Source: an optimization exercise on an open RTL-to-GDS flow (aim: small area). Production flows keep margins and buffers that such runs may drop. Only simulation tests tie the RTL to the original design; equivalence was not proved. Power figures rest on the tool's default switching activity, not on a simulated workload.

Setup of the previous run:
// fifo
module fifo #(parameter WIDTH = 16,parameter DEPTH=16)
(input logic[WIDTH-1:0] fifo_data_in,input logic rst_,fifo_write,fifo_read,clk,
output logic[WIDTH-1:0] fifo_data_out,output logic fifo_full,fifo_empty);
logic [WIDTH-1:0] memory [0:DEPTH-1];
logic [WIDTH-1:0] mem_d [0:DEPTH-1];
logic [$clog2(DEPTH):0] top;
logic pop, push, npush, keep;
logic [DEPTH-1:0] sel;
logic [WIDTH-1:0] rd_data;
always_comb begin
	fifo_empty = top[$clog2(DEPTH)];
	fifo_full = top == DEPTH - 1;
	pop = fifo_read && !fifo_empty;
	push = fifo_write && !pop && !fifo_full;
	npush = !push;
	keep = !pop;
	for (int i = 0; i < DEPTH; i++) sel[i] = pop && top[$clog2(DEPTH)-1:0] == i;
end
for (genvar i = 0; i < DEPTH; i++) begin : row
	for (genvar b = 0; b < WIDTH; b++) begin : bit_
		fifo_ao22 u_nx (.a(memory[i][b]), .b(npush),
			.c(i == 0 ? fifo_data_in[b] : memory[i == 0 ? 0 : i-1][b]), .d(push),
			.y(mem_d[i][b]));
	end
end
for (genvar b = 0; b < WIDTH; b++) begin : col
	logic [DEPTH-1:0] q;
	for (genvar i = 0; i < DEPTH; i++) assign q[i] = memory[i][b];
  ...
Size in the first run: ~740 cells after synthesis, about 280 flip-flops, roughly 38 I/O pins, roughly 0.0094 sq mm of cells after synthesis.
clock: 5.0 ns
lec_check: 0
cap_margin: 20
core_margin: 2
core_utilization: 40
slew_margin: 20
synth_hierarchical: 1
synth_minimum_keep_size: 0
run.sh (not shown) runs the stock make flow with config.mk's settings and CLKGATE_MAP_FILE= SYNTH_SCRIPT=/design/flow/synth_recipe.tcl, a recipe that flattens the netlist after the stock synthesis.
[inputs] the current run vs the previous run
==> flow/flow/run.sh (new file) <==
#!/bin/bash
# The standard layout with two changes: the port buffers are the smallest
# buffer, and the clock tree is built from larger clusters of clkbuf_8
# leaves without dummy loads.
set -euo pipefail
P=sky130_fd_sc_hd__
bash standard.sh \
  "BUFFER_PORTS_ARGS=-buffer_cell ${P}buf_1" \
  "CTS_ARGS=-sink_clustering_enable -sink_clustering_size 16 -sink_clustering_max_diameter 100 -buf_list ${P}clkbuf_8 -root_buf ${P}clkbuf_16 -dont_use_dummy_load -repair_clock_nets" \
  finish > standard_finish.log 2>&1
==> flow/standard.sh (new file) <==
#!/bin/bash
# synth_recipe.tcl (not shown) runs the flow's synth.tcl, then flattens the netlist and writes it again
# the make line also repeats each setting of config.mk as NAME=value (left out here)
make -C /OpenROAD-flow-scripts/flow DESIGN_CONFIG=/design/flow/config.mk WORK_HOME=/design/flow/orfs CLKGATE_MAP_FILE= SYNTH_SCRIPT=/design/flow/synth_recipe.tcl "${@:-finish}"
removed: flow/run.sh
Results
When the current run is measured against the previous run, its slew at the pin closest to its max-slew limit turns out 0.050 ns lower.
Signal arrival time at the worst endpoint in the current run is 1.17 ns higher than in the previous run
Summary — internal power component, the current run relative to the previous run: lower, by 17%.
Post-layout instance count excluding filler cells for the current run is lower than for the previous run.
Summary of the current run over the previous run: combinational share of power now sits higher, portion of total power attributed to the clock network now sits lower, final critical-path share of the clock period now sits lower.
When the final numbers for the previous run and the current run were put side by side, the fraction of cell area in non-clock buffers turned out to be greater in the previous run.
Going from the previous run to the current run, per-cell via count in the routed design has increased, total routing resource utilization after global routing has decreased, cell area has decreased.
Run comparison: the previous run end of the critical path fifo_full; the current run end of the critical path fifo_data_out[2]
The previous run reports its launch point of the critical path as top[2] while the current run reports fifo_read.

Setup of run a:
The RTL this note starts from:
==> flow/design.v <==
module fifo_ao22 (input logic a1, a2, b1, b2, output logic y);    
	assign y = a1 & a2 | b1 & b2;
endmodule
module fifo_aoi222 (input logic a1, a2, b1, b2, c1, c2, output logic y);   
	assign y = !(a1 & a2 | b1 & b2 | c1 & c2);
endmodule
module fifo_ao211 (input logic a1, a2, b, c, output logic y);    
	assign y = a1 & a2 | b | c;
endmodule
module fifo_ao21 (input logic a1, a2, b, output logic y);    
	assign y = a1 & a2 | b;
endmodule
module fifo_ao32 (input logic a1, a2, a3, b1, b2, output logic y);   
	assign y = a1 & a2 & a3 | b1 & b2;
endmodule
module fifo_inv (input logic a, output logic y);
	assign y = !a;
endmodule
module fifo_nand2 (input logic a, b, output logic y);
	assign y = !(a & b);
endmodule
module fifo_nand3 (input logic a, b, c, output logic y);
	assign y = !(a & b & c);
endmodule
module fifo_nand4 (input logic a, b, c, d, output logic y);
	assign y = !(a & b & c & d);
endmodule
module fifo_nor2 (input logic a, b, output logic y);
	assign y = !(a | b);
endmodule
module fifo_and3 (input logic a, b, c, output logic y);
	assign y = a & b & c;
endmodule
module fifo_or2 (input logic a, b, output logic y);
	assign y = a | b;
endmodule
module fifo_andn (input logic a, b, output logic y);
	assign y = !a & b;
endmodule
module fifo_orn (input logic a, b, output logic y);
	assign y = a | !b;
endmodule
module fifo_nor2and (input logic a, b, c, output logic y);
	assign y = !a & !b & c;
endmodule
module fifo_nand3n (input logic a, b, c, output logic y);
	assign y = !(!a & b & c);
endmodule
module fifo_or3n (input logic a, b, c, output logic y);
	assign y = a | b | !c;
endmodule
module fifo_xor2 (input logic a, b, output logic y);
	assign y = a ^ b;
endmodule
module fifo_rdbit (input logic [15:0] q, sel, input logic keep, cur, output logic y);
	logic [5:0] g;
	logic n0, n1;
	fifo_aoi222 u_g0 (q[0],  sel[0],  q[1],  sel[1],  q[2],  sel[2],  g[0]);
	fifo_aoi222 u_g1 (q[3],  sel[3],  q[4],  sel[4],  q[5],  sel[5],  g[1]);
	fifo_aoi222 u_g2 (q[6],  sel[6],  q[7],  sel[7],  q[8],  sel[8],  g[2]);
	fifo_aoi222 u_g3 (q[9],  sel[9],  q[10], sel[10], q[11], sel[11], g[3]);
	fifo_aoi222 u_g4 (q[12], sel[12], q[13], sel[13], q[14], sel[14], g[4]);
	fifo_nand2  u_g5 (q[15], sel[15], g[5]);
	fifo_nand3  u_n0 (g[0], g[1], g[2], n0);
	fifo_nand3  u_n1 (g[3], g[4], g[5], n1);
	fifo_ao211  u_o  (cur, keep, n0, n1, y);
endmodule
module fifo_ctrl (input logic [4:0] top, input logic fifo_read, fifo_write,
	output logic fifo_full, pop, keep, push, npush, output logic [15:0] sel,
	output logic [4:0] top_d);
	logic na4, a4, n0, d2, u3, d3;
	logic [3:0] nlo, nhi;
	logic [4:0] tg;
	fifo_nand4   u_na4 (top[0], top[1], top[2], top[3], na4);
	fifo_nor2    u_full (top[4], na4, fifo_full);
	fifo_andn    u_pop (top[4], fifo_read, pop);
	fifo_inv     u_keep (pop, keep);
	fifo_nor2and u_push (pop, fifo_full, fifo_write, push);
	fifo_inv     u_npush (push, npush);
	fifo_or2     u_lo0 (top[1], top[0], nlo[0]);
	fifo_orn     u_lo1 (top[1], top[0], nlo[1]);
	fifo_orn     u_lo2 (top[0], top[1], nlo[2]);
	fifo_nand2   u_lo3 (top[1], top[0], nlo[3]);
	fifo_or3n    u_hi0 (top[3], top[2], pop, nhi[0]);
	fifo_nand3n  u_hi1 (top[3], top[2], pop, nhi[1]);
	fifo_nand3n  u_hi2 (top[2], top[3], pop, nhi[2]);
	fifo_nand3   u_hi3 (top[3], top[2], pop, nhi[3]);
	for (genvar i = 0; i < 16; i++) begin : dec
		fifo_nor2 u_sel (nhi[i/4], nlo[i%4], sel[i]);
	end
	fifo_nand2   u_any (npush, keep, tg[0]);
	fifo_inv     u_n0 (top[0], n0);
	fifo_ao22    u_t1 (push, top[0], pop, n0, tg[1]);
	fifo_nor2    u_d2 (top[0], top[1], d2);
	fifo_ao32    u_t2 (push, top[0], top[1], pop, d2, tg[2]);
	fifo_and3    u_u3 (top[0], top[1], top[2], u3);
	fifo_nor2    u_d3 (nlo[0], top[2], d3);
	fifo_ao22    u_t3 (push, u3, pop, d3, tg[3]);
	fifo_inv     u_a4 (na4, a4);
	fifo_ao21    u_t4 (push, a4, sel[0], tg[4]);
	for (genvar i = 0; i < 5; i++) begin : cnt
		fifo_xor2 u_x (top[i], tg[i], top_d[i]);
	end
endmodule
module fifo #(parameter WIDTH = 16,parameter DEPTH=16)
(input logic[WIDTH-1:0] fifo_data_in,input logic rst_,fifo_write,fifo_read,clk,
output logic[WIDTH-1:0] fifo_data_out,output logic fifo_full,fifo_empty);
logic [DEPTH-1:0][WIDTH-1:0] memory, mem_d;
logic [4:0] top, top_d;
logic pop, push, npush, keep;
logic [DEPTH-1:0] sel;
logic [WIDTH-1:0] rd_data;
assign fifo_empty = top[4];
fifo_ctrl u_ctrl (.top(top), .fifo_read(fifo_read), .fifo_write(fifo_write),
	.fifo_full(fifo_full), .pop(pop), .keep(keep), .push(push), .npush(npush),
	.sel(sel), .top_d(top_d));
for (genvar i = 0; i < DEPTH; i++) begin : row
	for (genvar b = 0; b < WIDTH; b++) begin : bit_
		if (i == 0) begin : first
			fifo_ao22 u_nx (memory[i][b], npush, fifo_data_in[b], push, mem_d[i][b]);
		end else begin : next
			fifo_ao22 u_nx (memory[i][b], npush, memory[i-1][b], push, mem_d[i][b]);
		end
	end
end
for (genvar b = 0; b < WIDTH; b++) begin : col
	logic [DEPTH-1:0] q;
	for (genvar i = 0; i < DEPTH; i++) begin : r
		assign q[i] = memory[i][b];
	end
	fifo_rdbit u_rd (.q(q), .sel(sel), .keep(keep), .cur(fifo_data_out[b]), .y(rd_data[b]));
end
always_ff @(posedge clk) memory <= mem_d;
always_ff @(posedge clk, negedge rst_) begin
	if (!rst_) begin
		top <= '1;
		fifo_data_out <= 0;
	end
	else begin
		top <= top_d;
		fifo_data_out <= rd_data;
	end
end
endmodule
export LEC_CHECK = 0
export CAP_MARGIN = 20
export CORE_MARGIN = 2
export CORE_UTILIZATION = 40
export SLEW_MARGIN = 20
export SYNTH_HIERARCHICAL = 1
export SYNTH_MINIMUM_KEEP_SIZE = 0
create_clock -name core_clock -period 5.0 [get_ports {clk}]
standard.sh (not shown) runs the stock make flow with config.mk's settings and CLKGATE_MAP_FILE= SYNTH_SCRIPT=/design/flow/synth_recipe.tcl, a recipe that flattens the netlist after the stock synthesis.
==> flow/flow/run.sh <==
#!/bin/bash
# The standard layout with two changes: the port buffers are the smallest
# buffer, and the clock tree is built from small clusters of clkbuf_4
# leaves under a clkbuf_8 root, without dummy loads.
set -euo pipefail
P=sky130_fd_sc_hd__
bash standard.sh \
  "BUFFER_PORTS_ARGS=-buffer_cell ${P}buf_1" \
  "CTS_ARGS=-sink_clustering_enable -sink_clustering_size 10 -sink_clustering_max_diameter 100 -buf_list ${P}clkbuf_4 -root_buf ${P}clkbuf_8 -dont_use_dummy_load -repair_clock_nets" \
  finish > standard_finish.log 2>&1
Run a: all stages complete, timing, DRC and antenna checks passed
Setup changes, run a to run b
- CORE_UTILIZATION changed from 40 to 60
Findings:
- Run b vs run a: height of the die down by more than 10%
- Cmp run a and run b / share of power burned in registers / higher: run b
- Data required time at the worst endpoint: run a vs run b, no meaningful difference
- Measured slew at the worst slew-check pin for run b is lower than for run a.
- In run b relative to run a, global-route wire length before repair had gone down by a few percent.
- Run b leaves less setup margin than run a.
- Worst hold slack | run b above run a

==> separate check: timing with driven ports <==
The results above use ideal ports. As a check the final layouts listed here were re-extracted and re-timed, cells and wires unchanged.
Step 1, drivers: a clkbuf_16 drives clk and a buf_2 each remaining input, both assumed.
Step 2, shift: input delay + t, output delay - t, t = (earliest + latest rising clock arrival at the registers) / 2. This alone moves slack from input paths to output paths.
a / b / c = ideal / step 1 / step 2; a / b = the first two.
run | t (ns) | setup slack, ns | hold slack, ns
the previous run | 0.579 | 1.753 / 1.710 / 1.295 | 0.489 / 0.489 / 0.489
the current run | 0.515 | 1.994 / 2.012 / 1.497 | 0.449 / 0.449 / 0.449
run a | 0.581 | 2.202 / 2.187 / 1.898 | 0.407 / 0.394 / 0.474
run b | 0.571 | 2.090 / 2.090 / 1.581 | 0.413 / 0.400 / 0.495
After both steps every run listed still meets setup and hold. The setup slack of run b, which loses most, moves by 0.000 ns with the drivers and by -0.509 ns with both steps.
